From an optimization exercise on the open Yosys and OpenROAD flow, aimed at small area; shortcuts taken in it are not production practice.
Function was checked by simulation only, so behaviour that the tests miss may differ from the original.

==> flow/design.v, too long to show whole: its modules and the start of the top module <==
// module RiscvTesterUncached: 463 lines
// module RiscvCore: 2757 lines
// module MixedDivider: 96 lines
// module Alu_1: 64 lines
// module UnsignedDivider: 124 lines
module RiscvTesterUncached (
  output              io_i_cmd_valid,
  input               io_i_cmd_ready,
  output     [31:0]   io_i_cmd_payload_pc,
  input               io_i_rsp_valid,
  output              io_i_rsp_ready,
  input      [31:0]   io_i_rsp_payload_instruction,
  input      [31:0]   io_i_rsp_payload_pc,
  output              io_d_cmd_valid,
  input               io_d_cmd_ready,
  output              io_d_cmd_payload_wr,
  output     [31:0]   io_d_cmd_payload_address,
  output     [31:0]   io_d_cmd_payload_data,
  output     [1:0]    io_d_cmd_payload_size,
  input               io_d_rsp_valid,
  output              io_d_rsp_ready,
  input      [31:0]   io_d_rsp_payload,
  output              io_iCheck_valid,
  output     [31:0]   io_iCheck_payload_address,
  output     [31:0]   io_iCheck_payload_data,
  input               io_iCmdDrive,
  input               io_iRspDrive,
  input               io_dCmdDrive,
  input               io_dRspDrive,
  input               io_doCacheFlush,
  output              io_cpuCmdLog_valid,
  output              io_cpuCmdLog_payload_wr,
  output     [31:0]   io_cpuCmdLog_payload_address,
  output     [31:0]   io_cpuCmdLog_payload_data,
  output     [1:0]    io_cpuCmdLog_payload_size,
  output              io_cpuRspLog_valid,
  output     [31:0]   io_cpuRspLog_payload,
  input      [3:0]    io_interrupt,
  input               clk,
  input               reset
);
  // ...
==> flow/run.sh <==
#!/bin/bash
# synth_recipe.tcl (not shown) runs the flow's synth.tcl, then flattens the netlist and writes it again
# the make line also repeats each setting of config.mk as NAME=value (left out here)
make -C /OpenROAD-flow-scripts/flow DESIGN_CONFIG=/design/flow/config.mk WORK_HOME=/design/flow/orfs CLKGATE_MAP_FILE= SYNTH_SCRIPT=/design/flow/synth_recipe.tcl finish
==> flow/config.mk <==
export PLATFORM = sky130hd
export DESIGN_NAME = RiscvTesterUncached
export DESIGN_NICKNAME = RiscvTesterUncached
export VERILOG_FILES = /design/flow/design.v
export SDC_FILE = /design/flow/constraint.sdc
export NUM_CORES = 4
export LEC_CHECK = 0
export CAP_MARGIN = 20
export CORE_MARGIN = 2
export CORE_UTILIZATION = 40
export SLEW_MARGIN = 20
==> flow/constraint.sdc <==
create_clock -name core_clock -period 11.0 [get_ports {clk}]
set_input_delay 2.2000 -clock core_clock [delete_from_list [all_inputs] [get_ports {clk}]]
set_output_delay 2.2000 -clock core_clock [all_outputs]
set_load 0.01 [all_outputs]
==> flow_summary.toml, run 1 <==
[yosys]
muxShareOfSynthArea = 0.0427
synth_top_area_frac = 0.454

[setup_path]
crit_buf_inv = 3
cp_data_required_time_ns = 8.80
crit_family = "compound AO/OA/AOI/OAI gates"
cp_slowest_stage_delay_ns = 0.97
reg2reg_depth = 26

[routing]
wl_per_cell_um = 28.4
totalWireLength_um = 596000
m1WireLength_um = 221000
met3_length_um = 67600
top_layer = "met5"

[sta]
setup_slack_ns = 1.85
relSlewSlack = 0.158
fin_crit_sh = 0.832
slew_violations = 0
fin_skew_ns = 0.0858
worst_hold_slack_ns = 0.405
setup_viol = 0

[status]
status = "no timing/DRC/antenna violations"

[clock_network]
cts_tree = "done"
cts_root_buffer = "clkbuf_16"
cts_made_buffers = 298

[finish]
clk_share = 0.0524
nonClockInverterCount = 1382
multi_input_area_share = 0.417
final_cell_mix = "edfxtp_1, nand2_1, a21oi_1"
fill_cells = 37500
reg.largest.list = "core.regFile (1024), core.MulExtension_s3_low (50)"
layout-area-overhead-vs-synth_pct = 12.7

[hold_path]
min_to = "core.MulExtension_s3_mul_hh[24]"

[placement]
io_buffer_count = 378

[grt]
grt_pass1_vias = 119000
overflow = 0
grtUsageMet1 = 0.356

[floorplan]
fp-row-count = 235
==> module RiscvTesterUncached, before the edit <==
module RiscvTesterUncached (
  output              io_i_cmd_valid,
  input               io_i_cmd_ready,
  output     [31:0]   io_i_cmd_payload_pc,
  input               io_i_rsp_valid,
  output              io_i_rsp_ready,
  input      [31:0]   io_i_rsp_payload_instruction,
  input      [31:0]   io_i_rsp_payload_pc,
  output              io_d_cmd_valid,
  input               io_d_cmd_ready,
  output              io_d_cmd_payload_wr,
  output     [31:0]   io_d_cmd_payload_address,
  output     [31:0]   io_d_cmd_payload_data,
  output     [1:0]    io_d_cmd_payload_size,
  input               io_d_rsp_valid,
  output              io_d_rsp_ready,
  input      [31:0]   io_d_rsp_payload,
  output              io_iCheck_valid,
  output     [31:0]   io_iCheck_payload_address,
  output     [31:0]   io_iCheck_payload_data,
  input               io_iCmdDrive,
  input               io_iRspDrive,
  input               io_dCmdDrive,
  input               io_dRspDrive,
  input               io_doCacheFlush,
  output              io_cpuCmdLog_valid,
  output              io_cpuCmdLog_payload_wr,
  output     [31:0]   io_cpuCmdLog_payload_address,
  output     [31:0]   io_cpuCmdLog_payload_data,
  output     [1:0]    io_cpuCmdLog_payload_size,
  output              io_cpuRspLog_valid,
  output     [31:0]   io_cpuRspLog_payload,
  input      [3:0]    io_interrupt,
  input               clk,
  input               reset
);
  wire                _zz_68;
  wire                _zz_69;
  wire                _zz_70;
  wire                _zz_71;
  wire                _zz_72;
  wire                _zz_73;
  wire                _zz_74;
  wire                _zz_75;
  wire                core_io_i_cmd_valid;
  wire       [31:0]   core_io_i_cmd_payload_pc;
  wire                core_io_i_rsp_ready;
  wire                core_io_d_cmd_valid;
  wire                core_io_d_cmd_payload_wr;
  wire       [31:0]   core_io_d_cmd_payload_address;
  wire       [31:0]   core_io_d_cmd_payload_data;
  wire       [1:0]    core_io_d_cmd_payload_size;
  wire                core_io_d_rsp_ready;
  wire                core__zz_32;
  wire       [31:0]   core__zz_33;
  wire       [31:0]   core__zz_34;
  wire                core__zz_35;
  wire                core__zz_36;
  wire                core__zz_37;
  wire       [31:0]   core__zz_38;
  wire       [31:0]   core__zz_39;
  wire       [1:0]    core__zz_40;
  wire                core__zz_41;
  wire       [31:0]   core__zz_42;
  wire                _zz_76;
  wire                _zz_77;
  wire                _zz_78;
  wire                _zz_79;
  wire                _zz_80;
  wire                _zz_81;
  wire                _zz_82;
  wire                _zz_83;
  wire                _zz_84;
  wire                _zz_85;
  wire                _zz_86;
  wire                _zz_87;
  wire                _zz_1;
  wire                _zz_2;
  wire                _zz_3;
  wire       [31:0]   _zz_4;
  wire       [31:0]   _zz_5;
  wire       [1:0]    _zz_6;
  wire                _zz_7;
  wire                _zz_8;
  wire                _zz_9;
  wire       [31:0]   _zz_10;
  wire       [31:0]   _zz_11;
  wire       [1:0]    _zz_12;
  reg                 _zz_13;
  reg                 _zz_14;
  reg        [31:0]   _zz_15;
  reg        [31:0]   _zz_16;
  reg        [1:0]    _zz_17;
  wire                _zz_18;
  wire                _zz_19;
  wire                _zz_20;
  wire       [31:0]   _zz_21;
  wire       [31:0]   _zz_22;
  wire       [1:0]    _zz_23;
  reg                 _zz_24;
  reg                 _zz_25;
  reg        [31:0]   _zz_26;
  reg        [31:0]   _zz_27;
  reg        [1:0]    _zz_28;
  wire                _zz_29;
  wire                _zz_30;
  wire                _zz_31;
  wire       [31:0]   _zz_32;
  wire       [31:0]   _zz_33;
  wire       [1:0]    _zz_34;
  reg                 _zz_35;
  reg                 _zz_36;
  reg        [31:0]   _zz_37;
  reg        [31:0]   _zz_38;
  reg        [1:0]    _zz_39;
  wire                _zz_40;
  wire                _zz_41;
  wire                _zz_42;
  wire       [31:0]   _zz_43;
  wire       [31:0]   _zz_44;
  wire       [1:0]    _zz_45;
  reg                 _zz_46;
  reg                 _zz_47;
  reg        [31:0]   _zz_48;
  reg        [31:0]   _zz_49;
  reg        [1:0]    _zz_50;
  wire                _zz_51;
  wire                _zz_52;
  wire                _zz_53;
  wire       [31:0]   _zz_54;
  wire       [31:0]   _zz_55;
  wire       [1:0]    _zz_56;
  reg                 _zz_57;
  reg                 _zz_58;
  reg        [31:0]   _zz_59;
  reg        [31:0]   _zz_60;
  reg        [1:0]    _zz_61;
  wire                _zz_62;
  reg                 _zz_63;
  reg                 _zz_64;
  reg        [31:0]   _zz_65;
  reg        [31:0]   _zz_66;
  reg        [1:0]    _zz_67;
  wire                io_d_rsp_m2sPipe_valid;
  wire                io_d_rsp_m2sPipe_ready;
  wire       [31:0]   io_d_rsp_m2sPipe_payload;
  reg                 io_d_rsp_m2sPipe_rValid;
  reg        [31:0]   io_d_rsp_m2sPipe_rData;
  wire                io_d_rsp_m2sPipe_s2mPipe_valid;
  wire                io_d_rsp_m2sPipe_s2mPipe_ready;
  wire       [31:0]   io_d_rsp_m2sPipe_s2mPipe_payload;
  reg                 io_d_rsp_m2sPipe_s2mPipe_rValid;
  reg        [31:0]   io_d_rsp_m2sPipe_s2mPipe_rData;
  wire                io_d_rsp_m2sPipe_s2mPipe_s2mPipe_valid;
  wire                io_d_rsp_m2sPipe_s2mPipe_s2mPipe_ready;
  wire       [31:0]   io_d_rsp_m2sPipe_s2mPipe_s2mPipe_payload;
  reg                 io_d_rsp_m2sPipe_s2mPipe_s2mPipe_rValid;
  reg        [31:0]   io_d_rsp_m2sPipe_s2mPipe_s2mPipe_rData;
  wire                io_d_rsp_m2sPipe_s2mPipe_s2mPipe_s2mPipe_valid;
  wire                io_d_rsp_m2sPipe_s2mPipe_s2mPipe_s2mPipe_ready;
  wire       [31:0]   io_d_rsp_m2sPipe_s2mPipe_s2mPipe_s2mPipe_payload;
  reg                 io_d_rsp_m2sPipe_s2mPipe_s2mPipe_s2mPipe_rValid;
  reg        [31:0]   io_d_rsp_m2sPipe_s2mPipe_s2mPipe_s2mPipe_rData;
  wire                io_d_rsp_m2sPipe_s2mPipe_s2mPipe_s2mPipe_s2mPipe_valid;
  wire                io_d_rsp_m2sPipe_s2mPipe_s2mPipe_s2mPipe_s2mPipe_ready;
  wire       [31:0]   io_d_rsp_m2sPipe_s2mPipe_s2mPipe_s2mPipe_s2mPipe_payload;
  reg                 io_d_rsp_m2sPipe_s2mPipe_s2mPipe_s2mPipe_s2mPipe_rValid;
  reg        [31:0]   io_d_rsp_m2sPipe_s2mPipe_s2mPipe_s2mPipe_s2mPipe_rData;
  wire                io_d_rsp_m2sPipe_s2mPipe_s2mPipe_s2mPipe_s2mPipe_s2mPipe_valid;
  wire                io_d_rsp_m2sPipe_s2mPipe_s2mPipe_s2mPipe_s2mPipe_s2mPipe_ready;
  wire       [31:0]   io_d_rsp_m2sPipe_s2mPipe_s2mPipe_s2mPipe_s2mPipe_s2mPipe_payload;
  reg                 io_d_rsp_m2sPipe_s2mPipe_s2mPipe_s2mPipe_s2mPipe_s2mPipe_rValid;
  reg        [31:0]   io_d_rsp_m2sPipe_s2mPipe_s2mPipe_s2mPipe_s2mPipe_s2mPipe_rData;
  wire                io_d_rsp_m2sPipe_s2mPipe_s2mPipe_s2mPipe_s2mPipe_s2mPipe_s2mPipe_valid;
  wire                io_d_rsp_m2sPipe_s2mPipe_s2mPipe_s2mPipe_s2mPipe_s2mPipe_s2mPipe_ready;
  wire       [31:0]   io_d_rsp_m2sPipe_s2mPipe_s2mPipe_s2mPipe_s2mPipe_s2mPipe_s2mPipe_payload;
  reg                 io_d_rsp_m2sPipe_s2mPipe_s2mPipe_s2mPipe_s2mPipe_s2mPipe_s2mPipe_rValid;
  reg        [31:0]   io_d_rsp_m2sPipe_s2mPipe_s2mPipe_s2mPipe_s2mPipe_s2mPipe_s2mPipe_rData;
  assign _zz_76 = (_zz_2 && (! _zz_8));
  assign _zz_77 = (_zz_8 && (! _zz_19));
  assign _zz_78 = (_zz_19 && (! _zz_30));
  assign _zz_79 = (_zz_30 && (! _zz_41));
  assign _zz_80 = (_zz_41 && (! _zz_52));
  assign _zz_81 = (_zz_52 && (! _zz_62));
  assign _zz_82 = (io_d_rsp_m2sPipe_ready && (! io_d_rsp_m2sPipe_s2mPipe_ready));
  assign _zz_83 = (io_d_rsp_m2sPipe_s2mPipe_ready && (! io_d_rsp_m2sPipe_s2mPipe_s2mPipe_ready));
  assign _zz_84 = (io_d_rsp_m2sPipe_s2mPipe_s2mPipe_ready && (! io_d_rsp_m2sPipe_s2mPipe_s2mPipe_s2mPipe_ready));
  assign _zz_85 = (io_d_rsp_m2sPipe_s2mPipe_s2mPipe_s2mPipe_ready && (! io_d_rsp_m2sPipe_s2mPipe_s2mPipe_s2mPipe_s2mPipe_ready));
  assign _zz_86 = (io_d_rsp_m2sPipe_s2mPipe_s2mPipe_s2mPipe_s2mPipe_ready && (! io_d_rsp_m2sPipe_s2mPipe_s2mPipe_s2mPipe_s2mPipe_s2mPipe_ready));
  assign _zz_87 = (io_d_rsp_m2sPipe_s2mPipe_s2mPipe_s2mPipe_s2mPipe_s2mPipe_ready && (! io_d_rsp_m2sPipe_s2mPipe_s2mPipe_s2mPipe_s2mPipe_s2mPipe_s2mPipe_ready));
  RiscvCore core (
    .io_interrupt_1                  (_zz_68                                                                          ),  
    .io_interrupt_0                  (_zz_69                                                                          ),  
    .io_interrupt_3                  (_zz_70                                                                          ),  
    .io_interrupt_2                  (_zz_71                                                                          ),  
    .io_i_cmd_valid                  (core_io_i_cmd_valid                                                             ),  
    .io_i_cmd_ready                  (_zz_72                                                                          ),  
    .io_i_cmd_payload_pc             (core_io_i_cmd_payload_pc[31:0]                                                  ),  
    .io_i_rsp_valid                  (_zz_73                                                                          ),  
    .io_i_rsp_ready                  (core_io_i_rsp_ready                                                             ),  
    .io_i_rsp_payload_instruction    (io_i_rsp_payload_instruction[31:0]                                              ),  
    .io_i_rsp_payload_pc             (io_i_rsp_payload_pc[31:0]                                                       ),  
    .io_d_cmd_valid                  (core_io_d_cmd_valid                                                             ),  
    .io_d_cmd_ready                  (_zz_74                                                                          ),  
    .io_d_cmd_payload_wr             (core_io_d_cmd_payload_wr                                                        ),  
    .io_d_cmd_payload_address        (core_io_d_cmd_payload_address[31:0]                                             ),  
    .io_d_cmd_payload_data           (core_io_d_cmd_payload_data[31:0]                                                ),  
    .io_d_cmd_payload_size           (core_io_d_cmd_payload_size[1:0]                                                 ),  
    .io_d_rsp_valid                  (_zz_75                                                                          ),  
    .io_d_rsp_ready                  (core_io_d_rsp_ready                                                             ),  
    .io_d_rsp_payload                (io_d_rsp_m2sPipe_s2mPipe_s2mPipe_s2mPipe_s2mPipe_s2mPipe_s2mPipe_payload[31:0]  ),  
    ._zz_32                          (core__zz_32                                                                     ),  
    ._zz_33                          (core__zz_33[31:0]                                                               ),  
    ._zz_34                          (core__zz_34[31:0]                                                               ),  
    ._zz_35                          (core__zz_35                                                                     ),  
    ._zz_36                          (core__zz_36                                                                     ),  
    ._zz_37                          (core__zz_37                                                                     ),  
    ._zz_38                          (core__zz_38[31:0]                                                               ),  
    ._zz_39                          (core__zz_39[31:0]                                                               ),  
    ._zz_40                          (core__zz_40[1:0]                                                                ),  
    ._zz_41                          (core__zz_41                                                                     ),  
    ._zz_42                          (core__zz_42[31:0]                                                               ),  
    .clk                             (clk                                                                             ),  
    .reset                           (reset                                                                           )   
  );
  assign _zz_68 = io_interrupt[1];
  assign _zz_69 = io_interrupt[0];
  assign _zz_70 = io_interrupt[3];
  assign _zz_71 = io_interrupt[2];
  assign _zz_72 = (io_i_cmd_ready && io_iCmdDrive);
  assign io_i_cmd_valid = (core_io_i_cmd_valid && io_iCmdDrive);
  assign io_i_cmd_payload_pc = core_io_i_cmd_payload_pc;
  assign _zz_73 = (io_i_rsp_valid && io_iRspDrive);
  assign io_i_rsp_ready = (core_io_i_rsp_ready && io_iRspDrive);
  assign _zz_1 = (core_io_d_cmd_valid && io_dCmdDrive);
  assign _zz_74 = (_zz_2 && io_dCmdDrive);
  assign _zz_3 = core_io_d_cmd_payload_wr;
  assign _zz_4 = core_io_d_cmd_payload_address;
  assign _zz_5 = core_io_d_cmd_payload_data;
  assign _zz_6 = core_io_d_cmd_payload_size;
  assign _zz_7 = (_zz_1 || _zz_13);
  assign _zz_2 = (! _zz_13);
  assign _zz_9 = (_zz_13 ? _zz_14 : _zz_3);
  assign _zz_10 = (_zz_13 ? _zz_15 : _zz_4);
  assign _zz_11 = (_zz_13 ? _zz_16 : _zz_5);
  assign _zz_12 = (_zz_13 ? _zz_17 : _zz_6);
  assign _zz_18 = (_zz_7 || _zz_24);
  assign _zz_8 = (! _zz_24);
  assign _zz_20 = (_zz_24 ? _zz_25 : _zz_9);
  assign _zz_21 = (_zz_24 ? _zz_26 : _zz_10);
  assign _zz_22 = (_zz_24 ? _zz_27 : _zz_11);
  assign _zz_23 = (_zz_24 ? _zz_28 : _zz_12);
  assign _zz_29 = (_zz_18 || _zz_35);
  assign _zz_19 = (! _zz_35);
  assign _zz_31 = (_zz_35 ? _zz_36 : _zz_20);
  assign _zz_32 = (_zz_35 ? _zz_37 : _zz_21);
  assign _zz_33 = (_zz_35 ? _zz_38 : _zz_22);
  assign _zz_34 = (_zz_35 ? _zz_39 : _zz_23);
  assign _zz_40 = (_zz_29 || _zz_46);
  assign _zz_30 = (! _zz_46);
  assign _zz_42 = (_zz_46 ? _zz_47 : _zz_31);
  assign _zz_43 = (_zz_46 ? _zz_48 : _zz_32);
  assign _zz_44 = (_zz_46 ? _zz_49 : _zz_33);
  assign _zz_45 = (_zz_46 ? _zz_50 : _zz_34);
  assign _zz_51 = (_zz_40 || _zz_57);
  assign _zz_41 = (! _zz_57);
  assign _zz_53 = (_zz_57 ? _zz_58 : _zz_42);
  assign _zz_54 = (_zz_57 ? _zz_59 : _zz_43);
  assign _zz_55 = (_zz_57 ? _zz_60 : _zz_44);
  assign _zz_56 = (_zz_57 ? _zz_61 : _zz_45);
  assign _zz_52 = (! _zz_63);
  assign io_d_cmd_valid = (_zz_51 || _zz_63);
  assign _zz_62 = io_d_cmd_ready;
  assign io_d_cmd_payload_wr = (_zz_63 ? _zz_64 : _zz_53);
  assign io_d_cmd_payload_address = (_zz_63 ? _zz_65 : _zz_54);
  assign io_d_cmd_payload_data = (_zz_63 ? _zz_66 : _zz_55);
  assign io_d_cmd_payload_size = (_zz_63 ? _zz_67 : _zz_56);
  assign io_d_rsp_ready = ((1'b1 && (! io_d_rsp_m2sPipe_valid)) || io_d_rsp_m2sPipe_ready);
  assign io_d_rsp_m2sPipe_valid = io_d_rsp_m2sPipe_rValid;
  assign io_d_rsp_m2sPipe_payload = io_d_rsp_m2sPipe_rData;
  assign io_d_rsp_m2sPipe_s2mPipe_valid = (io_d_rsp_m2sPipe_valid || io_d_rsp_m2sPipe_s2mPipe_rValid);
  assign io_d_rsp_m2sPipe_ready = (! io_d_rsp_m2sPipe_s2mPipe_rValid);
  assign io_d_rsp_m2sPipe_s2mPipe_payload = (io_d_rsp_m2sPipe_s2mPipe_rValid ? io_d_rsp_m2sPipe_s2mPipe_rData : io_d_rsp_m2sPipe_payload);
  assign io_d_rsp_m2sPipe_s2mPipe_s2mPipe_valid = (io_d_rsp_m2sPipe_s2mPipe_valid || io_d_rsp_m2sPipe_s2mPipe_s2mPipe_rValid);
  assign io_d_rsp_m2sPipe_s2mPipe_ready = (! io_d_rsp_m2sPipe_s2mPipe_s2mPipe_rValid);
  assign io_d_rsp_m2sPipe_s2mPipe_s2mPipe_payload = (io_d_rsp_m2sPipe_s2mPipe_s2mPipe_rValid ? io_d_rsp_m2sPipe_s2mPipe_s2mPipe_rData : io_d_rsp_m2sPipe_s2mPipe_payload);
  assign io_d_rsp_m2sPipe_s2mPipe_s2mPipe_s2mPipe_valid = (io_d_rsp_m2sPipe_s2mPipe_s2mPipe_valid || io_d_rsp_m2sPipe_s2mPipe_s2mPipe_s2mPipe_rValid);
  assign io_d_rsp_m2sPipe_s2mPipe_s2mPipe_ready = (! io_d_rsp_m2sPipe_s2mPipe_s2mPipe_s2mPipe_rValid);
  assign io_d_rsp_m2sPipe_s2mPipe_s2mPipe_s2mPipe_payload = (io_d_rsp_m2sPipe_s2mPipe_s2mPipe_s2mPipe_rValid ? io_d_rsp_m2sPipe_s2mPipe_s2mPipe_s2mPipe_rData : io_d_rsp_m2sPipe_s2mPipe_s2mPipe_payload);
  assign io_d_rsp_m2sPipe_s2mPipe_s2mPipe_s2mPipe_s2mPipe_valid = (io_d_rsp_m2sPipe_s2mPipe_s2mPipe_s2mPipe_valid || io_d_rsp_m2sPipe_s2mPipe_s2mPipe_s2mPipe_s2mPipe_rValid);
  assign io_d_rsp_m2sPipe_s2mPipe_s2mPipe_s2mPipe_ready = (! io_d_rsp_m2sPipe_s2mPipe_s2mPipe_s2mPipe_s2mPipe_rValid);
  assign io_d_rsp_m2sPipe_s2mPipe_s2mPipe_s2mPipe_s2mPipe_payload = (io_d_rsp_m2sPipe_s2mPipe_s2mPipe_s2mPipe_s2mPipe_rValid ? io_d_rsp_m2sPipe_s2mPipe_s2mPipe_s2mPipe_s2mPipe_rData : io_d_rsp_m2sPipe_s2mPipe_s2mPipe_s2mPipe_payload);
  assign io_d_rsp_m2sPipe_s2mPipe_s2mPipe_s2mPipe_s2mPipe_s2mPipe_valid = (io_d_rsp_m2sPipe_s2mPipe_s2mPipe_s2mPipe_s2mPipe_valid || io_d_rsp_m2sPipe_s2mPipe_s2mPipe_s2mPipe_s2mPipe_s2mPipe_rValid);
  assign io_d_rsp_m2sPipe_s2mPipe_s2mPipe_s2mPipe_s2mPipe_ready = (! io_d_rsp_m2sPipe_s2mPipe_s2mPipe_s2mPipe_s2mPipe_s2mPipe_rValid);
  assign io_d_rsp_m2sPipe_s2mPipe_s2mPipe_s2mPipe_s2mPipe_s2mPipe_payload = (io_d_rsp_m2sPipe_s2mPipe_s2mPipe_s2mPipe_s2mPipe_s2mPipe_rValid ? io_d_rsp_m2sPipe_s2mPipe_s2mPipe_s2mPipe_s2mPipe_s2mPipe_rData : io_d_rsp_m2sPipe_s2mPipe_s2mPipe_s2mPipe_s2mPipe_payload);
  assign io_d_rsp_m2sPipe_s2mPipe_s2mPipe_s2mPipe_s2mPipe_s2mPipe_s2mPipe_valid = (io_d_rsp_m2sPipe_s2mPipe_s2mPipe_s2mPipe_s2mPipe_s2mPipe_valid || io_d_rsp_m2sPipe_s2mPipe_s2mPipe_s2mPipe_s2mPipe_s2mPipe_s2mPipe_rValid);
  assign io_d_rsp_m2sPipe_s2mPipe_s2mPipe_s2mPipe_s2mPipe_s2mPipe_ready = (! io_d_rsp_m2sPipe_s2mPipe_s2mPipe_s2mPipe_s2mPipe_s2mPipe_s2mPipe_rValid);
  assign io_d_rsp_m2sPipe_s2mPipe_s2mPipe_s2mPipe_s2mPipe_s2mPipe_s2mPipe_payload = (io_d_rsp_m2sPipe_s2mPipe_s2mPipe_s2mPipe_s2mPipe_s2mPipe_s2mPipe_rValid ? io_d_rsp_m2sPipe_s2mPipe_s2mPipe_s2mPipe_s2mPipe_s2mPipe_s2mPipe_rData : io_d_rsp_m2sPipe_s2mPipe_s2mPipe_s2mPipe_s2mPipe_s2mPipe_payload);
  assign io_d_rsp_m2sPipe_s2mPipe_s2mPipe_s2mPipe_s2mPipe_s2mPipe_s2mPipe_ready = (core_io_d_rsp_ready && io_dRspDrive);
  assign _zz_75 = (io_d_rsp_m2sPipe_s2mPipe_s2mPipe_s2mPipe_s2mPipe_s2mPipe_s2mPipe_valid && io_dRspDrive);
  assign io_iCheck_valid = core__zz_32;
  assign io_iCheck_payload_address = core__zz_33;
  assign io_iCheck_payload_data = core__zz_34;
  assign io_cpuCmdLog_valid = (core__zz_35 && core__zz_36);
  assign io_cpuCmdLog_payload_wr = core__zz_37;
  assign io_cpuCmdLog_payload_address = core__zz_38;
  assign io_cpuCmdLog_payload_data = core__zz_39;
  assign io_cpuCmdLog_payload_size = core__zz_40;
  assign io_cpuRspLog_valid = core__zz_41;
  assign io_cpuRspLog_payload = core__zz_42;
  always @ (posedge clk or posedge reset) begin
    if (reset) begin
      _zz_13 <= 1'b0;
      _zz_24 <= 1'b0;
      _zz_35 <= 1'b0;
      _zz_46 <= 1'b0;
      _zz_57 <= 1'b0;
      _zz_63 <= 1'b0;
      io_d_rsp_m2sPipe_rValid <= 1'b0;
      io_d_rsp_m2sPipe_s2mPipe_rValid <= 1'b0;
      io_d_rsp_m2sPipe_s2mPipe_s2mPipe_rValid <= 1'b0;
      io_d_rsp_m2sPipe_s2mPipe_s2mPipe_s2mPipe_rValid <= 1'b0;
      io_d_rsp_m2sPipe_s2mPipe_s2mPipe_s2mPipe_s2mPipe_rValid <= 1'b0;
      io_d_rsp_m2sPipe_s2mPipe_s2mPipe_s2mPipe_s2mPipe_s2mPipe_rValid <= 1'b0;
      io_d_rsp_m2sPipe_s2mPipe_s2mPipe_s2mPipe_s2mPipe_s2mPipe_s2mPipe_rValid <= 1'b0;
    end else begin
      if(_zz_8)begin
        _zz_13 <= 1'b0;
      end
      if(_zz_76)begin
        _zz_13 <= _zz_1;
      end
      if(_zz_19)begin
        _zz_24 <= 1'b0;
      end
      if(_zz_77)begin
        _zz_24 <= _zz_7;
      end
      if(_zz_30)begin
        _zz_35 <= 1'b0;
      end
      if(_zz_78)begin
        _zz_35 <= _zz_18;
      end
      if(_zz_41)begin
        _zz_46 <= 1'b0;
      end
      if(_zz_79)begin
        _zz_46 <= _zz_29;
      end
      if(_zz_52)begin
        _zz_57 <= 1'b0;
      end
      if(_zz_80)begin
        _zz_57 <= _zz_40;
      end
      if(_zz_62)begin
        _zz_63 <= 1'b0;
      end
      if(_zz_81)begin
        _zz_63 <= _zz_51;
      end
      if(io_d_rsp_ready)begin
        io_d_rsp_m2sPipe_rValid <= io_d_rsp_valid;
      end
      if(io_d_rsp_m2sPipe_s2mPipe_ready)begin
        io_d_rsp_m2sPipe_s2mPipe_rValid <= 1'b0;
      end
      if(_zz_82)begin
        io_d_rsp_m2sPipe_s2mPipe_rValid <= io_d_rsp_m2sPipe_valid;
      end
      if(io_d_rsp_m2sPipe_s2mPipe_s2mPipe_ready)begin
        io_d_rsp_m2sPipe_s2mPipe_s2mPipe_rValid <= 1'b0;
      end
      if(_zz_83)begin
        io_d_rsp_m2sPipe_s2mPipe_s2mPipe_rValid <= io_d_rsp_m2sPipe_s2mPipe_valid;
      end
      if(io_d_rsp_m2sPipe_s2mPipe_s2mPipe_s2mPipe_ready)begin
        io_d_rsp_m2sPipe_s2mPipe_s2mPipe_s2mPipe_rValid <= 1'b0;
      end
      if(_zz_84)begin
        io_d_rsp_m2sPipe_s2mPipe_s2mPipe_s2mPipe_rValid <= io_d_rsp_m2sPipe_s2mPipe_s2mPipe_valid;
      end
      if(io_d_rsp_m2sPipe_s2mPipe_s2mPipe_s2mPipe_s2mPipe_ready)begin
        io_d_rsp_m2sPipe_s2mPipe_s2mPipe_s2mPipe_s2mPipe_rValid <= 1'b0;
      end
      if(_zz_85)begin
        io_d_rsp_m2sPipe_s2mPipe_s2mPipe_s2mPipe_s2mPipe_rValid <= io_d_rsp_m2sPipe_s2mPipe_s2mPipe_s2mPipe_valid;
      end
      if(io_d_rsp_m2sPipe_s2mPipe_s2mPipe_s2mPipe_s2mPipe_s2mPipe_ready)begin
        io_d_rsp_m2sPipe_s2mPipe_s2mPipe_s2mPipe_s2mPipe_s2mPipe_rValid <= 1'b0;
      end
      if(_zz_86)begin
        io_d_rsp_m2sPipe_s2mPipe_s2mPipe_s2mPipe_s2mPipe_s2mPipe_rValid <= io_d_rsp_m2sPipe_s2mPipe_s2mPipe_s2mPipe_s2mPipe_valid;
      end
      if(io_d_rsp_m2sPipe_s2mPipe_s2mPipe_s2mPipe_s2mPipe_s2mPipe_s2mPipe_ready)begin
        io_d_rsp_m2sPipe_s2mPipe_s2mPipe_s2mPipe_s2mPipe_s2mPipe_s2mPipe_rValid <= 1'b0;
      end
      if(_zz_87)begin
        io_d_rsp_m2sPipe_s2mPipe_s2mPipe_s2mPipe_s2mPipe_s2mPipe_s2mPipe_rValid <= io_d_rsp_m2sPipe_s2mPipe_s2mPipe_s2mPipe_s2mPipe_s2mPipe_valid;
      end
    end
  end
  always @ (posedge clk) begin
    if(_zz_76)begin
      _zz_14 <= _zz_3;
      _zz_15 <= _zz_4;
      _zz_16 <= _zz_5;
      _zz_17 <= _zz_6;
    end
    if(_zz_77)begin
      _zz_25 <= _zz_9;
      _zz_26 <= _zz_10;
      _zz_27 <= _zz_11;
      _zz_28 <= _zz_12;
    end
    if(_zz_78)begin
      _zz_36 <= _zz_20;
      _zz_37 <= _zz_21;
      _zz_38 <= _zz_22;
      _zz_39 <= _zz_23;
    end
    if(_zz_79)begin
      _zz_47 <= _zz_31;
      _zz_48 <= _zz_32;
      _zz_49 <= _zz_33;
      _zz_50 <= _zz_34;
    end
    if(_zz_80)begin
      _zz_58 <= _zz_42;
      _zz_59 <= _zz_43;
      _zz_60 <= _zz_44;
      _zz_61 <= _zz_45;
    end
    if(_zz_81)begin
      _zz_64 <= _zz_53;
      _zz_65 <= _zz_54;
      _zz_66 <= _zz_55;
      _zz_67 <= _zz_56;
    end
    if(io_d_rsp_ready)begin
      io_d_rsp_m2sPipe_rData <= io_d_rsp_payload;
    end
    if(_zz_82)begin
      io_d_rsp_m2sPipe_s2mPipe_rData <= io_d_rsp_m2sPipe_payload;
    end
    if(_zz_83)begin
      io_d_rsp_m2sPipe_s2mPipe_s2mPipe_rData <= io_d_rsp_m2sPipe_s2mPipe_payload;
    end
    if(_zz_84)begin
      io_d_rsp_m2sPipe_s2mPipe_s2mPipe_s2mPipe_rData <= io_d_rsp_m2sPipe_s2mPipe_s2mPipe_payload;
    end
    if(_zz_85)begin
      io_d_rsp_m2sPipe_s2mPipe_s2mPipe_s2mPipe_s2mPipe_rData <= io_d_rsp_m2sPipe_s2mPipe_s2mPipe_s2mPipe_payload;
    end
    if(_zz_86)begin
      io_d_rsp_m2sPipe_s2mPipe_s2mPipe_s2mPipe_s2mPipe_s2mPipe_rData <= io_d_rsp_m2sPipe_s2mPipe_s2mPipe_s2mPipe_s2mPipe_payload;
    end
    if(_zz_87)begin
      io_d_rsp_m2sPipe_s2mPipe_s2mPipe_s2mPipe_s2mPipe_s2mPipe_s2mPipe_rData <= io_d_rsp_m2sPipe_s2mPipe_s2mPipe_s2mPipe_s2mPipe_s2mPipe_payload;
    end
  end
endmodule
==> run 2, diff against run 1 <==
==> flow/design.v (replaced) <==
module RvDecode (
  input      [31:0] i,
  output            instVal,
  output     [3:0]  br,
  output            jmp,
  output     [1:0]  op0,
  output     [1:0]  op1,
  output     [3:0]  alu,
  output     [1:0]  wb,
  output            rfen,
  output            men,
  output            mwr,
  output     [1:0]  extTag,
  output            useSrc0,
  output            useSrc1
);
  wire z49 = (i[1:0] == 2'b11);
  wire z50 = ((i & 32'h0000005c) == 32'h0);
  wire z51 = ((i & 32'h0000007c) == 32'h00000014);
  wire z52 = ((i & 32'h0000007c) == 32'h00000034);
  wire z53 = ((i & 32'h0000005c) == 32'h00000010);
  wire z54 = ~i[5];
  wire z4  = (i[13:12] == 2'b01);
  wire z56 = ((i & 32'hbe000000) == 32'h0);
  wire z55 = (~z4) | (z56 & ~(i[30] & ~i[14]));
  wire z57 = (~i[30]) | (i[14:12] == 3'b000) | (i[14:12] == 3'b101);
  wire z58 = ((i & 32'h0000007c) == 32'h0000006c);
  wire z59 = ((i & 32'h0000007c) == 32'h00000064);
  wire z60 = ((i & 32'h0000007c) == 32'h00000060);
  wire z61 = ((i & 32'h0000007c) == 32'h00000070);
  wire z62 = ((i & 32'hfe00407f) == 32'h02000033);
  wire z63 = ((i & 32'hfe00407f) == 32'h02004033);
  wire z64 = ((i & 32'hf800007f) == 32'h0000000b);
  wire z65 = ~i[5];
  wire opimm = z53 & z54 & z55;
  wire opreg = z53 & ~z54 & z56 & z57;
  assign instVal = (z49 & (z50 | z51 | z52 | opimm | opreg | z58 | z59 | z60 | z61)) | z62 | z63 | z64;
  assign br  = (z49 & z60) ? {1'b0, i[14:12]} :
               (z49 & z59) ? 4'b0011 :
               (z49 & z58) ? 4'b0010 : 4'b1000;
  assign jmp = z49 & (z58 | z59);
  assign op0 = (z49 & (z51 | z52)) ? 2'b01 :
               (z49 & (z58 | z60)) ? 2'b11 :
               (z49 & z61 & i[14]) ? 2'b10 : 2'b00;
  assign op1 = (z49 & ((z50 & z65) | opimm | z59)) ? 2'b01 :
               (z49 & z50 & ~z65) ? 2'b10 :
               (z49 & (z51 | z58 | z60)) ? 2'b11 : 2'b00;
  assign alu = ((z49 & (z52 | z61)) | z64) ? 4'b1111 :
               (z49 & opimm) ? {z4 & i[30], i[14:12]} :
               (z49 & opreg) ? {i[30], i[14:12]} : 4'b0000;
  assign wb  = (z49 & z50 & z65) ? 2'b01 :
               (z49 & (z58 | z59)) ? 2'b10 :
               (z49 & z61) ? 2'b11 : 2'b00;
  assign rfen = (z49 & ((z50 & z65) | z51 | z52 | opimm | opreg | z58 | z59 | z61)) | z62 | z63 | (z64 & i[25]);
  assign men = z49 & z50;
  assign mwr = z49 & z50 & ~z65;
  assign extTag = z64 ? 2'b11 : z63 ? 2'b10 : z62 ? 2'b01 : 2'b00;
  assign useSrc0 = (z49 & (z50 | opimm | opreg | z59 | z60)) | z62 | z63;
  assign useSrc1 = (z49 & ((z50 & ~z65) | opreg | z60)) | z62 | z63;
endmodule
module RiscvTesterUncached (
  output              io_i_cmd_valid,
  input               io_i_cmd_ready,
  output     [31:0]   io_i_cmd_payload_pc,
  input               io_i_rsp_valid,
  output              io_i_rsp_ready,
  input      [31:0]   io_i_rsp_payload_instruction,
  input      [31:0]   io_i_rsp_payload_pc,
  output              io_d_cmd_valid,
  input               io_d_cmd_ready,
  output              io_d_cmd_payload_wr,
  output     [31:0]   io_d_cmd_payload_address,
  output     [31:0]   io_d_cmd_payload_data,
  output     [1:0]    io_d_cmd_payload_size,
  input               io_d_rsp_valid,
  output              io_d_rsp_ready,
  input      [31:0]   io_d_rsp_payload,
  output              io_iCheck_valid,
  output     [31:0]   io_iCheck_payload_address,
  output     [31:0]   io_iCheck_payload_data,
  input               io_iCmdDrive,
  input               io_iRspDrive,
  input               io_dCmdDrive,
  input               io_dRspDrive,
  input               io_doCacheFlush,
  output              io_cpuCmdLog_valid,
  output              io_cpuCmdLog_payload_wr,
  output     [31:0]   io_cpuCmdLog_payload_address,
  output     [31:0]   io_cpuCmdLog_payload_data,
  output     [1:0]    io_cpuCmdLog_payload_size,
  output              io_cpuRspLog_valid,
  output     [31:0]   io_cpuRspLog_payload,
  input      [3:0]    io_interrupt,
  input               clk,
  input               reset
);
  integer k;
  wire        c_icmd_valid;
  wire [31:0] c_icmd_pc;
  wire        c_icmd_ready = io_i_cmd_ready & io_iCmdDrive;
  wire        c_irsp_valid = io_i_rsp_valid & io_iRspDrive;
  wire        c_irsp_ready;
  assign io_i_cmd_valid = c_icmd_valid & io_iCmdDrive;
  assign io_i_cmd_payload_pc = c_icmd_pc;
  assign io_i_rsp_ready = c_irsp_ready & io_iRspDrive;
  wire        c_dcmd_valid;
  wire        c_dcmd_wr;
  wire [31:0] c_dcmd_addr;
  wire [31:0] c_dcmd_data;
  wire [1:0]  c_dcmd_size;
  wire        c_drsp_valid;
  wire [31:0] c_drsp_data;
  reg  [6:1]  cv;            
  reg  [5:0]  cwp, crp;      
  reg  [66:0] cmem [0:5];
  wire        cin1 = c_dcmd_valid & io_dCmdDrive;
  wire        c_dcmd_ready = ~cv[1] & io_dCmdDrive;
  wire        cany = |cv;
  reg  [6:1]  cin;
  reg  [6:1]  cv_next;
  always @(*) begin
    cin[1] = cin1;
    for (k = 2; k <= 6; k = k + 1) cin[k] = cin[k-1] | cv[k-1];
    for (k = 1; k <= 5; k = k + 1) cv_next[k] = cv[k+1] & (cv[k] | cin[k]);
    cv_next[6] = ~io_d_cmd_ready & (cv[6] | cin[6]);
  end
  wire        cpush = cin1 & ~cv[1] & (cany | ~io_d_cmd_ready);
  wire        cpop  = cany & io_d_cmd_ready;
  wire [66:0] cin_data = {c_dcmd_wr, c_dcmd_size, c_dcmd_data, c_dcmd_addr};
  reg  [66:0] cout_mem;
  always @(*) begin
    cout_mem = 67'd0;
    for (k = 0; k < 6; k = k + 1) cout_mem = cout_mem | (cmem[k] & {67{crp[k]}});
  end
  wire [66:0] cout = cany ? cout_mem : cin_data;
  always @(posedge clk or posedge reset) begin
    if (reset) begin
      cv  <= 6'd0;
      cwp <= 6'b000001;
      crp <= 6'b000001;
    end else begin
      cv <= cv_next;
      if (cpush) cwp <= {cwp[4:0], cwp[5]};
      if (cpop)  crp <= {crp[4:0], crp[5]};
    end
  end
  always @(posedge clk) begin
    for (k = 0; k < 6; k = k + 1)
      if (cpush & cwp[k]) cmem[k] <= cin_data;
  end
  assign io_d_cmd_valid = cin1 | cany;
  assign io_d_cmd_payload_address = cout[31:0];
  assign io_d_cmd_payload_data    = cout[63:32];
  assign io_d_cmd_payload_size    = cout[65:64];
  assign io_d_cmd_payload_wr      = cout[66];
  reg         r0;
  reg  [6:1]  sv;
  reg  [6:0]  rwp, rrp;
  reg  [31:0] rmem [0:6];
  assign io_d_rsp_ready = ~r0 | ~sv[1];
  reg  [6:1]  sin;
  reg  [6:1]  sv_next;
  always @(*) begin
    sin[1] = r0;
    for (k = 2; k <= 6; k = k + 1) sin[k] = sin[k-1] | sv[k-1];
    for (k = 1; k <= 5; k = k + 1) sv_next[k] = sv[k+1] & (sv[k] | sin[k]);
    sv_next[6] = ~io_dRspDrive & (sv[6] | sin[6]);
  end
  wire        rany = r0 | (|sv);
  wire        rpush = io_d_rsp_valid & io_d_rsp_ready;
  wire        rpop  = rany & io_dRspDrive;
  reg  [31:0] rout;
  always @(*) begin
    rout = 32'd0;
    for (k = 0; k < 7; k = k + 1) rout = rout | (rmem[k] & {32{rrp[k]}});
  end
  always @(posedge clk or posedge reset) begin
    if (reset) begin
      r0  <= 1'b0;
      sv  <= 6'd0;
      rwp <= 7'b0000001;
      rrp <= 7'b0000001;
    end else begin
      if (io_d_rsp_ready) r0 <= io_d_rsp_valid;
      sv <= sv_next;
      if (rpush) rwp <= {rwp[5:0], rwp[6]};
      if (rpop)  rrp <= {rrp[5:0], rrp[6]};
    end
  end
  always @(posedge clk) begin
    for (k = 0; k < 7; k = k + 1)
      if (rpush & rwp[k]) rmem[k] <= io_d_rsp_payload;
  end
  assign c_drsp_valid = rany & io_dRspDrive;
  assign c_drsp_data  = rout;
  reg  [31:0] pf_pc;
  reg         pf_inc;
  reg         pf_resetDone;
  reg  [1:0]  pendPf;
  reg  [1:0]  throwRem;
  reg         d_valid;
  reg  [31:0] d_pc;
  reg  [31:0] d_instr;
  reg         e0_valid;
  reg  [31:0] e0_pc;
  reg  [31:0] e0_instr;
  reg  [31:0] e0_src0;       
  reg  [4:0]  sh_amp;
  reg         sh_started;
  reg  [1:0]  readCount;
  reg         e1_valid;
  reg  [31:0] e1_adder;
  reg  [31:0] e1_result;
  reg         e1_taken;
  reg         e1_unaligned;
  reg         e1_needMemRsp;
  reg  [1:0]  e1_extTag;
  reg         e1_rfen;
  reg  [1:0]  e1_wb;
  reg  [2:0]  e1_f3;
  reg  [4:0]  e1_rd;
  reg  [1:0]  e1_f7;
  reg         e1_instVal;
  reg         wb_valid;
  reg  [31:0] wb_result;
  reg  [4:0]  wb_rd;
  reg  [1:0]  wb_wb;
  reg  [2:0]  wb_f3;
  reg         wb_needMemRsp;
  reg         wb_unaligned;
  reg         wb_instVal;
  reg         wb_rfen;
  reg         w2r_valid;
  reg         rf_wen;
  reg  [4:0]  rf_waddr;
  reg  [31:0] rf_wdata;
  reg  [7:0]  irq_mask;
  reg         flushMemResp;
  reg         inIrq;
  reg  [31:0] exitPc;
  reg         irqUnalignedSeen;
  reg         irqPending;
  reg         rspReady;
  reg         dv_done;
  reg         dv_waitRsp;
  reg  [4:0]  dv_counter;
  reg  [31:0] dv_num;
  reg  [31:0] dv_den;
  reg         dv_denNeg;
  reg  [31:0] dv_rem;
  reg  [1:0]  dv_ctx;
  reg  [31:0] rf [1:31];
  function [31:0] rfRead;
    input [4:0] a;
    integer j;
    begin
      rfRead = 32'h0;
      for (j = 1; j < 32; j = j + 1)
        rfRead = rfRead | (rf[j] & {32{a == j[4:0]}});
    end
  endfunction
  wire        e1_pcLoad_valid;
  wire [31:0] e1_pcLoad_payload;
  wire        wb_pcLoad_valid;
  wire        pcLoad_valid = e1_pcLoad_valid | wb_pcLoad_valid;
  wire [31:0] pcLoad_payload = wb_pcLoad_valid ? 32'h0 : e1_pcLoad_payload;
  wire [31:0] pf_pcNext = pcLoad_valid ? pcLoad_payload : (pf_pc + {29'd0, pf_inc, 2'b00});
  assign c_icmd_valid = pf_resetDone & (pendPf != 2'b11);
  assign c_icmd_pc = pf_pcNext;
  wire        icmd_fire = c_icmd_valid & c_icmd_ready;
  wire        irsp_fire = c_irsp_valid & c_irsp_ready;
  wire        throwNext = (throwRem != 2'b00);
  wire        fetchThrow = pcLoad_valid | throwNext;
  wire        decode_ready;
  wire        fetch_out_ready = ~d_valid | decode_ready;
  assign c_irsp_ready = fetchThrow | fetch_out_ready;
  wire        fetch_out_valid = c_irsp_valid & ~fetchThrow;
  always @(posedge clk or posedge reset) begin
    if (reset) begin
      pf_pc <= 32'h00000200;
      pf_inc <= 1'b0;
      pf_resetDone <= 1'b0;
      pendPf <= 2'b00;
      throwRem <= 2'b00;
      d_valid <= 1'b0;
    end else begin
      pf_resetDone <= 1'b1;
      if (icmd_fire | pcLoad_valid) pf_pc <= pf_pcNext;
      if (icmd_fire) pf_inc <= 1'b1;
      else if (pcLoad_valid) pf_inc <= 1'b0;
      if (icmd_fire & ~irsp_fire) pendPf <= pendPf + 2'b01;
      else if (~icmd_fire & irsp_fire) pendPf <= pendPf - 2'b01;
      if (throwNext & irsp_fire) throwRem <= throwRem - 2'b01;
      if (pcLoad_valid) throwRem <= pendPf - {1'b0, c_irsp_valid};
      if (fetch_out_ready) d_valid <= fetch_out_valid;
    end
  end
  always @(posedge clk) begin
    if (fetch_out_ready) begin
      d_pc <= io_i_rsp_payload_pc;
      d_instr <= io_i_rsp_payload_instruction;
    end
  end
  wire        dd_useSrc0, dd_useSrc1;
  RvDecode dec_d (
    .i(d_instr), .instVal(), .br(), .jmp(), .op0(), .op1(), .alu(), .wb(),
    .rfen(), .men(), .mwr(), .extTag(), .useSrc0(dd_useSrc0), .useSrc1(dd_useSrc1)
  );
  wire [4:0]  d_a0 = d_instr[19:15];
  wire [4:0]  d_a1 = d_instr[24:20];
  wire [31:0] d_src0 = rfRead(d_a0);
  wire        e0_rfen;
  wire        h0 = ((w2r_valid & (rf_waddr == d_a0)) |
                    (wb_valid & wb_rfen & (wb_rd == d_a0)) |
                    (e1_valid & e1_rfen & (e1_rd == d_a0)) |
                    (e0_valid & e0_rfen & (e0_instr[11:7] == d_a0))) &
                   ~((d_a0 == 5'd0) | ~dd_useSrc0);
  wire        h1 = ((w2r_valid & (rf_waddr == d_a1)) |
                    (wb_valid & wb_rfen & (wb_rd == d_a1)) |
                    (e1_valid & e1_rfen & (e1_rd == d_a1)) |
                    (e0_valid & e0_rfen & (e0_instr[11:7] == d_a1))) &
                   ~((d_a1 == 5'd0) | ~dd_useSrc1);
  wire [7:0]  irq_sources;
  wire [7:0]  irq_masked = irq_sources & irq_mask;
  wire        noIrq = ~inIrq;
  wire        irqUnaligned = irq_masked[1];
  wire        decode_halt = h0 | h1 | (noIrq & ~irqUnaligned & irqPending);
  wire        e0_ready;
  assign decode_ready = pcLoad_valid | (e0_ready & ~decode_halt);
  wire        decode_out_valid = d_valid & ~pcLoad_valid & ~decode_halt;
  wire        x_instVal, x_jmp, x_men, x_mwr, x_useSrc0, x_useSrc1;
  wire [3:0]  x_br, x_alu;
  wire [1:0]  x_op0, x_op1, x_wb, x_extTag;
  RvDecode dec_e0 (
    .i(e0_instr), .instVal(x_instVal), .br(x_br), .jmp(x_jmp), .op0(x_op0), .op1(x_op1),
    .alu(x_alu), .wb(x_wb), .rfen(e0_rfen), .men(x_men), .mwr(x_mwr), .extTag(x_extTag),
    .useSrc0(x_useSrc0), .useSrc1(x_useSrc1)
  );
  wire [31:0] ei = e0_instr;
  wire [4:0]  e0_a1 = ei[24:20];
  wire [31:0] e0_src1 = rfRead(e0_a1);
  wire [31:0] brjmpImm = x_jmp ? {{12{ei[31]}}, ei[19:12], ei[20], ei[30:21], 1'b0}
                               : {{20{ei[31]}}, ei[7], ei[30:25], ei[11:8], 1'b0};
  wire [31:0] immI = {{20{ei[31]}}, ei[31:20]};
  wire [31:0] immS = {{20{ei[31]}}, ei[31:25], ei[11:7]};
  wire [31:0] op0v = (x_op0 == 2'b01) ? {ei[31:12], 12'h0} :
                     (x_op0 == 2'b10) ? {27'd0, ei[19:15]} :
                     (x_op0 == 2'b11) ? brjmpImm : e0_src0;
  wire [31:0] op1v = (x_op1 == 2'b01) ? immI :
                     (x_op1 == 2'b10) ? immS :
                     (x_op1 == 2'b11) ? e0_pc : e0_src1;
  wire        doSub = (x_alu != 4'b0000);
  wire [31:0] addSub = op0v + (doSub ? ~op1v : op1v) + {31'd0, doSub};
  wire [31:0] bitwise = (x_alu == 4'b0111) ? (op0v & op1v) :
                        (x_alu == 4'b0110) ? (op0v | op1v) :
                        (x_alu == 4'b0100) ? (op0v ^ op1v) : op0v;
  wire        less = (op0v[31] == op1v[31]) ? addSub[31] :
                     ((x_alu == 4'b0011) ? op1v[31] : op0v[31]);
  wire [31:0] aluRes = ((x_alu == 4'b0010) | (x_alu == 4'b0011)) ? {31'd0, less} :
                       ((x_alu == 4'b0000) | (x_alu == 4'b1000)) ? addSub : bitwise;
  wire        brSigned = ~x_br[1];
  wire [32:0] brDiff = {e0_src0[31] & brSigned, e0_src0} - {e0_src1[31] & brSigned, e0_src1};
  wire        br_ltx = brDiff[32];
  wire        br_eq = (e0_src0 == e0_src1);
  reg         taken;
  always @(*) begin
    case (x_br)
      4'b0001: taken = ~br_eq;
      4'b0000: taken = br_eq;
      4'b0101, 4'b0111: taken = ~br_ltx;
      4'b0100, 4'b0110: taken = br_ltx;
      4'b0010, 4'b0011: taken = 1'b1;
      default: taken = 1'b0;
    endcase
  end
  wire        isShift = (x_alu == 4'b0001) | (x_alu == 4'b0101) | (x_alu == 4'b1101);
  wire        shifting = e0_valid & isShift;
  wire [4:0]  ampCur = sh_started ? sh_amp : op1v[4:0];
  wire        ampNz = (ampCur != 5'd0);
  wire        shiftStep = shifting & ampNz;
  wire [31:0] shifted = (x_alu == 4'b0001) ? {e0_src0[30:0], 1'b0}
                                            : {(x_alu == 4'b1101) & e0_src0[31], e0_src0[31:1]};
  wire        e0_isLoad = e0_valid & x_men & ~x_mwr;
  wire        isDiv0 = e0_valid & (x_extTag == 2'b10);
  wire        dv_cmd_ready;
  wire        e0_halt = (e0_isLoad & (readCount == 2'b10)) | (isDiv0 & ~dv_cmd_ready) | shiftStep;
  wire        e0_haltData = e0_valid & x_men & ~c_dcmd_ready;
  wire        e0_go = ~(e0_halt | e0_haltData);
  wire        e1_ready;
  assign e0_ready = pcLoad_valid | (e1_ready & e0_go);
  wire        e0_out_valid = e0_valid & ~pcLoad_valid & e0_go;
  wire [31:0] dAddr = addSub;
  wire        misal = (ei[13:12] == 2'b01) ? dAddr[0] :
                      (ei[13:12] == 2'b10) ? (dAddr[0] | dAddr[1]) : 1'b0;
  wire        e0_unaligned = x_men & misal;
  assign c_dcmd_valid = e0_valid & x_men & ~e0_unaligned & ~e0_halt & ~pcLoad_valid & e1_ready;
  assign c_dcmd_wr = x_mwr;
  assign c_dcmd_addr = dAddr;
  assign c_dcmd_data = e0_src1;
  assign c_dcmd_size = (ei[13:12] == 2'b00) ? 2'b00 : (ei[13:12] == 2'b01) ? 2'b01 : 2'b10;
  wire        readInc = c_dcmd_valid & c_dcmd_ready & ~x_mwr;
  wire        readDec = c_drsp_valid;
  wire [31:0] e0_result = (x_extTag == 2'b01) ? op1v :
                          x_men ? e0_pc :
                          (x_wb == 2'b10) ? (e0_pc + 32'd4) :
                          shifting ? e0_src0 : aluRes;
  always @(posedge clk or posedge reset) begin
    if (reset) begin
      e0_valid <= 1'b0;
      readCount <= 2'b00;
    end else begin
      if (e0_ready) e0_valid <= decode_out_valid;
      if (readInc != readDec) readCount <= readCount + (readInc ? 2'b01 : 2'b11);
    end
  end
  always @(posedge clk) begin
    if (e0_ready) begin
      e0_pc <= d_pc;
      e0_instr <= d_instr;
    end
    if (shiftStep) begin
      e0_src0 <= shifted;
      sh_amp <= ampCur - 5'd1;
      sh_started <= 1'b1;
    end else if (e0_ready) begin
      e0_src0 <= d_src0;
      sh_started <= 1'b0;
    end
  end
  wire        isDiv1 = e1_valid & (e1_extTag == 2'b10);
  wire        dv_rsp_ready = isDiv1 & e1_ready & rspReady;
  wire        dv_accept = ~dv_waitRsp | dv_rsp_ready;
  wire        dv_last = (dv_counter == 5'h1f);
  assign dv_cmd_ready = dv_done ? dv_accept : dv_last;
  wire        dv_cmd_valid = isDiv0 & e0_out_valid;
  wire        dv_signed = ~ei[12];
  wire        numNeg = dv_signed & op0v[31];
  wire [31:0] numAbs = numNeg ? (~op0v + 32'd1) : op0v;
  wire [32:0] dv_remShifted = {dv_rem, dv_num[31]};
  wire [32:0] dv_rmd = dv_remShifted + {1'b1, dv_den ^ {32{~dv_denNeg}}} + {32'd0, ~dv_denNeg};
  wire        e1_throw = wb_pcLoad_valid;
  always @(posedge clk or posedge reset) begin
    if (reset) begin
      dv_done <= 1'b1;
      dv_waitRsp <= 1'b0;
      dv_counter <= 5'd0;
    end else begin
      if (dv_done) begin
        if (dv_accept) dv_counter <= 5'd0;
      end else begin
        dv_counter <= dv_counter + 5'd1;
      end
      if (dv_rsp_ready) dv_waitRsp <= 1'b0;
      if (dv_done) begin
        if (dv_accept) dv_done <= ~dv_cmd_valid;
      end else if (dv_last) begin
        dv_done <= 1'b1;
        dv_waitRsp <= 1'b1;
      end
      if (e1_throw) begin
        dv_done <= 1'b1;
        dv_waitRsp <= 1'b0;
      end
    end
  end
  always @(posedge clk) begin
    if (dv_done) begin
      if (dv_accept) begin
        dv_rem <= 32'h0;
        dv_num <= numAbs;
        dv_den <= op1v;
        dv_denNeg <= dv_signed & op1v[31];
        dv_ctx <= {numNeg, dv_signed & (op0v[31] ^ op1v[31])};
      end
    end else begin
      dv_rem <= dv_rmd[32] ? dv_remShifted[31:0] : dv_rmd[31:0];
      dv_num <= {dv_num[30:0], ~dv_rmd[32]};
    end
  end
  wire [31:0] dv_sel = e1_f3[1] ? dv_rem : dv_num;
  wire        dv_neg = e1_f3[1] ? dv_ctx[1] : dv_ctx[0];
  wire [31:0] divRsp = dv_neg ? (~dv_sel + 32'd1) : dv_sel;
  wire        ext1 = e1_valid & (e1_extTag == 2'b11);
  wire        extRet = ext1 & (e1_f7 == 2'b00);
  wire        wb_ready;
  wire        e1_halt = isDiv1 & ~rspReady;
  assign e1_ready = e1_throw | (wb_ready & ~e1_halt);
  wire        e1_out_valid = e1_valid & ~e1_throw & ~e1_halt;
  assign e1_pcLoad_valid = ~e1_throw & e1_valid & e1_ready & (extRet | e1_taken);
  assign e1_pcLoad_payload = extRet ? exitPc : e1_adder;
  wire        mulASigned = (e1_f3[1:0] == 2'b01) | (e1_f3[1:0] == 2'b10);
  wire        mulBSigned = (e1_f3[1:0] == 2'b01);
  wire signed [32:0] mulA = {mulASigned & e1_adder[31], e1_adder};
  wire signed [32:0] mulB = {mulBSigned & e1_result[31], e1_result};
  wire signed [65:0] mulP = mulA * mulB;
  wire [31:0] mulRes = (e1_f3[1:0] == 2'b00) ? mulP[31:0] : mulP[63:32];
  wire        isMul1 = (e1_extTag == 2'b01);
  wire [7:0]  irqValue = {irq_masked[7:4], 2'b00, irqUnalignedSeen, 1'b0};
  wire [31:0] e1_out_result = (ext1 & (e1_f7 == 2'b01)) ? {24'd0, irqValue} :
                              (ext1 & (e1_f7 == 2'b11)) ? {24'd0, irq_mask} :
                              isDiv1 ? divRsp : isMul1 ? mulRes : e1_result;
  always @(posedge clk or posedge reset) begin
    if (reset) begin
      e1_valid <= 1'b0;
      rspReady <= 1'b0;
    end else begin
      if (e1_ready) e1_valid <= e0_out_valid;
      if (isDiv1) rspReady <= dv_waitRsp & ~e1_ready;
      if (e1_throw) rspReady <= 1'b0;
    end
  end
  always @(posedge clk) begin
    if (e1_ready) begin
      e1_adder <= (x_extTag == 2'b01) ? op0v : addSub;
      e1_result <= e0_result;
      e1_taken <= taken;
      e1_unaligned <= e0_unaligned;
      e1_needMemRsp <= x_men & ~x_mwr;
      e1_extTag <= x_extTag;
      e1_rfen <= e0_rfen;
      e1_wb <= x_wb;
      e1_f3 <= ei[14:12];
      e1_rd <= ei[11:7];
      e1_f7 <= ei[26:25];
      e1_instVal <= x_instVal;
    end
  end
  assign irq_sources = {io_interrupt[3], io_interrupt[2], io_interrupt[1], io_interrupt[0],
                        2'b00, wb_valid & wb_unaligned, wb_valid & ~wb_instVal};
  wire        takeUnaligned = noIrq & irqUnaligned;
  wire        wb_throw = ~wb_rfen | takeUnaligned;
  wire        pipeEmpty = d_valid & ~e0_valid & ~e1_valid & ~wb_valid;
  wire        takeExt = noIrq & ~irqUnaligned & irqPending & pipeEmpty;
  assign wb_pcLoad_valid = takeUnaligned | takeExt;
  wire        wb_halt = (irq_sources[1] & ~irq_mask[1]) |
                        (wb_valid & wb_needMemRsp & ~c_drsp_valid) | flushMemResp;
  assign wb_ready = ~wb_halt | wb_throw;
  wire        wb_out_valid = wb_valid & ~wb_throw & ~wb_halt;
  wire        ldSign = ~wb_f3[2];
  wire [31:0] dataRsp = (wb_f3[1:0] == 2'b00) ? {{24{c_drsp_data[7] & ldSign}}, c_drsp_data[7:0]} :
                        (wb_f3[1:0] == 2'b01) ? {{16{c_drsp_data[15] & ldSign}}, c_drsp_data[15:0]} :
                        c_drsp_data;
  wire [31:0] rfData = (wb_wb == 2'b01) ? dataRsp : (wb_wb == 2'b11) ? 32'h0 : wb_result;
  always @(posedge clk or posedge reset) begin
    if (reset) begin
      wb_valid <= 1'b0;
      w2r_valid <= 1'b0;
      irq_mask <= 8'h0;
      flushMemResp <= 1'b0;
      inIrq <= 1'b0;
    end else begin
      if (wb_ready) wb_valid <= e1_out_valid;
      w2r_valid <= wb_out_valid;
      if (readCount == 2'b00) flushMemResp <= 1'b0;
      if (takeUnaligned) begin
        flushMemResp <= 1'b1;
        inIrq <= 1'b1;
      end else if (takeExt) begin
        inIrq <= 1'b1;
      end
      if (ext1 & (e1_f7 == 2'b00) & e1_out_valid & wb_ready) inIrq <= 1'b0;
      if (ext1 & (e1_f7 == 2'b10)) irq_mask <= e1_result[7:0];
    end
  end
  always @(posedge clk) begin
    if (wb_ready) begin
      wb_result <= e1_out_result;
      wb_rd <= e1_rd;
      wb_wb <= e1_wb;
      wb_f3 <= e1_f3;
      wb_needMemRsp <= e1_needMemRsp;
      wb_unaligned <= e1_unaligned;
      wb_instVal <= e1_instVal;
      wb_rfen <= e1_rfen;
    end
    rf_wen <= wb_out_valid;
    rf_waddr <= wb_rd;
    rf_wdata <= rfData;
    if (rf_wen & (rf_waddr != 5'd0)) rf[rf_waddr] <= rf_wdata;
    if (noIrq) irqUnalignedSeen <= irqUnaligned;
    irqPending <= ((irq_masked & ~8'h02) != 8'h0);
    if (takeUnaligned) exitPc <= wb_result;
    else if (takeExt) exitPc <= d_pc;
  end
  assign io_iCheck_valid = e0_out_valid;
  assign io_iCheck_payload_address = e0_pc;
  assign io_iCheck_payload_data = e0_instr;
  assign io_cpuCmdLog_valid = c_dcmd_valid & c_dcmd_ready;
  assign io_cpuCmdLog_payload_wr = c_dcmd_wr;
  assign io_cpuCmdLog_payload_address = c_dcmd_addr;
  assign io_cpuCmdLog_payload_data = c_dcmd_data;
  assign io_cpuCmdLog_payload_size = c_dcmd_size;
  assign io_cpuRspLog_valid = c_drsp_valid;
  assign io_cpuRspLog_payload = dataRsp;
endmodule
==> run 2 against run 1 <==
Effect of this change: still clean on timing, DRC and antenna; flip-flop and latch count shrank 516; critical endpoint is now io_cpuCmdLog_payload_address[31]; sequential share of layout area shrank 1.4 points; maximum frequency shrank 16%; clock-buffer cell count shrank 118.
==> flow_summary.toml, run 2 <==
[clock_network]
cts_tree = "done"
cts_root_buffer = "clkbuf_16"
cts_max_path_buffers = 4
clock-sinks = 2186
cts_made_buffers = 230
postCtsHoldBufs = 0
worstSkewPairLatency_ns = 0.96
h-tree-depth = 4
clk_pin_slew_ns = 0.06

[yosys]
synth_edf_count = 2044
netlist_area_um2 = 137000
synth_area_leader_cell = "edfxtp_1"
ys_async_sr_fraction = 0.0467
yosys-top-cells-area = "edfxtp_1, fa_1, a22oi_1, ha_1, nand2_1"
synth_commonest_cells = "edfxtp_1, nand2_1, inv_1"
synth_top_area_frac = 0.448
ys_types = 105
synth_nets = 13200
ys_seq_area_frac = 0.473
syn_inst = 11600
ys_warn_count = 3
synthFlopType = "edfxtp_1"
synth-seq-cells = 2186
post-synth-top-count-cell = "edfxtp_1"
syn_area_per_cell_um2 = 11.8

[placement]
pre_cts_ws_ns = 0.536
postPlaceCellArea_um2 = 148000
gp_congestion = 1.01
io_buffer_count = 378
detailed_place_hpwl_um = 420000

[sta]
fin_tns_setup_ns = 0
setup_viol = 0
finalHoldViolCount = 0
max_freq_ghz = 0.0920
rsz0062_at_grt = "no"
fin_skew_ns = 0.135
relSlewSlack = 0.0981
fin_crit_sh = 0.988
setup_slack_ns = 0.128
slew_violations = 0
fin_crit_ns = 10.87
worst_pin_slew_ns = 1.35
worst_hold_slack_ns = 0.398

[floorplan]
io_pins = 380
die_h_um = 589
initial_core_util = 0.402
die_x_um = 589
design.die.area_um2 = 347000
fp-row-count = 214
fp.coreArea_um2 = 340000

[flow_run]
maxCapViolCount = 0

[routing]
dr.first_iter.drc_count = 17400
firstDrtPassIters = 10
via_count = 107000
antenna_left = 0
wl_per_cell_um = 35.9
viasPerCell = 6.37
drcViolationCount = 0
totalWireLength_um = 602000

[finish]
fin_nets = 13600
regMostFlops = "rf"
layout-drive-gt1-share = 0.100
layout-area-overhead-vs-synth_pct = 14.1
largest_reg_flops = 992
reg.largest.list = "rf (992), cmem (402), rmem (224)"
final_cell_mix = "edfxtp_1, nand2_1, inv_1"
fill_cells = 30700
final_common_cell = "edfxtp_1"
fin_area_um2 = 156000

[setup_path]
reg2reg_depth = 28
path_class = "reg -> out"
cp_data_required_time_ns = 8.80
timing.rr.end = "wb_result[31]"
r2r_setup_slack_ns = 1.04
critPathLaunchType = "register"
timing.rr.start = "e1_f3[0]"
cp_max_fo = 14
worstPathArrival_ns = 8.67
endpoint_kind = "output pin"

[hold_path]
min_to = "wb_wb[0]"
min_delay_path_depth = 0
min-delay-start = "e1_wb[0]"
hold_class = "reg -> reg"

[grt]
grt_pass1_vias = 104000
grt_pass1_wl_um = 826000
grtUsageTotal = 0.339
overflow = 0
grt_max_degree = 70
grt_antenna_before_repair = 60

[status]
status = "no timing/DRC/antenna violations"
## run 2: cell count changes after synthesis, moves of 236 or more
cell	before	now
nand2_1	2485	1272
nor2_1	987	490
a221oi_1	38	274
mux2_2	502	115
a21oi_1	1469	313
a22o_1	11	285
a32oi_1	257	6
edfxtp_1	2487	2044
a22oi_1	310	641
ha_1	660	383
## run 2: repair_timing
item | 4_1_cts | 5_1_grt
gates resized for setup | 3 | 4
setup buffers | 25 | 14
endpoints found under the setup margin | 19 | 16
pin swaps | 7 | 4
gates cloned | 0 | 0
endpoints found under the hold margin | 0 | 0
## run 2: how the worst max path moves through the flow
| stage | start | to | slack, ns | cells after the start |
|---|---|---|---|---|
| finish | e0_instr[24] | io_cpuCmdLog_payload_address[31] | 0.13 | 25 |
| detailed placement | e0_instr[23] | io_d_cmd_payload_address[18] | 0.54 | 24 |
| CTS | e0_instr[21] | io_d_cmd_payload_address[18] | 0.03 | 22 |
| global route | e0_instr[22] | io_d_cmd_payload_address[17] | 0.02 | 28 |
| global placement | e0_instr[23] | io_cpuCmdLog_payload_address[30] | 0.65 | 25 |
| floorplan | io_dRspDrive | cmem[0][0] | 1.03 | 9 |
## run 2: metrics by stage
step           utilization  cells
2_1_floorplan            -  11600
3_3_place_gp         0.435  16200
3_5_place_dp         0.435  16200
4_1_cts              0.458  16700
5_1_grt              0.459  16700
6_report             0.459  16800
## run 2: critical path: stages (launching register included)
cell	delay, ns
edfxtp_1	0.65
or3b_2	0.62
nor2_4	0.83
buf_4	0.45
a22oi_1	0.11
nand2_1	0.10
nor3_1	0.05
nand2_1	0.54
inv_1	0.22
o21ai_0	0.21
a21oi_1	0.10
buf_4	0.18
xor2_1	0.14
ha_1	0.39
a21o_1	0.23
a21o_1	0.18
a21o_1	0.21
a21o_1	0.18
a21oi_1	0.15
nor2_1	0.05
o21a_1	0.17
a211oi_1	0.42
a21oi_1	0.18
nor2_1	0.61
inv_1	0.25
clkdlybuf4s50_1	0.55
## run 2: area by class of cell
cell class / count / area (um2) / share of cell area
sequential: 2186 / 64700 / 0.414
clock inverter: 144 / 1500 / 0.00961
inverter: 1173 / 4410 / 0.0282
timing repair buffer: 875 / 7740 / 0.0495
tap: 4536 / 5680 / 0.0363
antenna: 47 / 118 / 0.000753
multi-input combinational: 7514 / 66000 / 0.422
clock buffer: 279 / 6100 / 0.0390
## run 2: logic make-up after synthesis
family,Yosys count,synth area share
simple gates,2913,0.0991
mux,282,0.0217
other cells,1,0.0000274
buf+inv,1911,0.0528
xor+xnor,335,0.0214
compound gates,2473,0.133
flops,2186,0.473
fa+ha+maj,1510,0.200
## run 2: per-layer routing
layer | track usage | share of wire | vias to the layer above
li1 | - | - | 42600
met1 | 0.415 | 0.36 | 53900
met2 | 0.512 | 0.44 | 8021
met3 | 0.0997 | 0.12 | 2132
met4 | 0.242 | 0.088 | 38
met5 | 0.00479 | 0.00086 | -

-- what the ideal ports hide --
Ports are ideal in the flow. The routed layouts listed here were re-timed in OpenROAD.
Step 1 assumes that a clkbuf_16 drives the clock port and a buf_2 every other input.
Step 2, shift: input delay + t, output delay - t, t = (earliest + latest rising clock arrival at the registers) / 2. This alone moves slack from input paths to output paths.
Slacks: ideal ports / drivers / drivers and shift; pairs: ideal ports / drivers.
run	t (ns)	setup slack, ns	latest minus earliest clock arrival (ns)	worst data-port slew with drivers (ns)	cell pins on the clock port's net
run 1	1.067	1.845 / 1.746 / 2.186	0.087 / 0.087	0.29	1
run 2	0.988	0.128 / 0.033 / 1.021	0.148 / 0.148	0.16	1
After both steps every run listed still meets setup and hold.
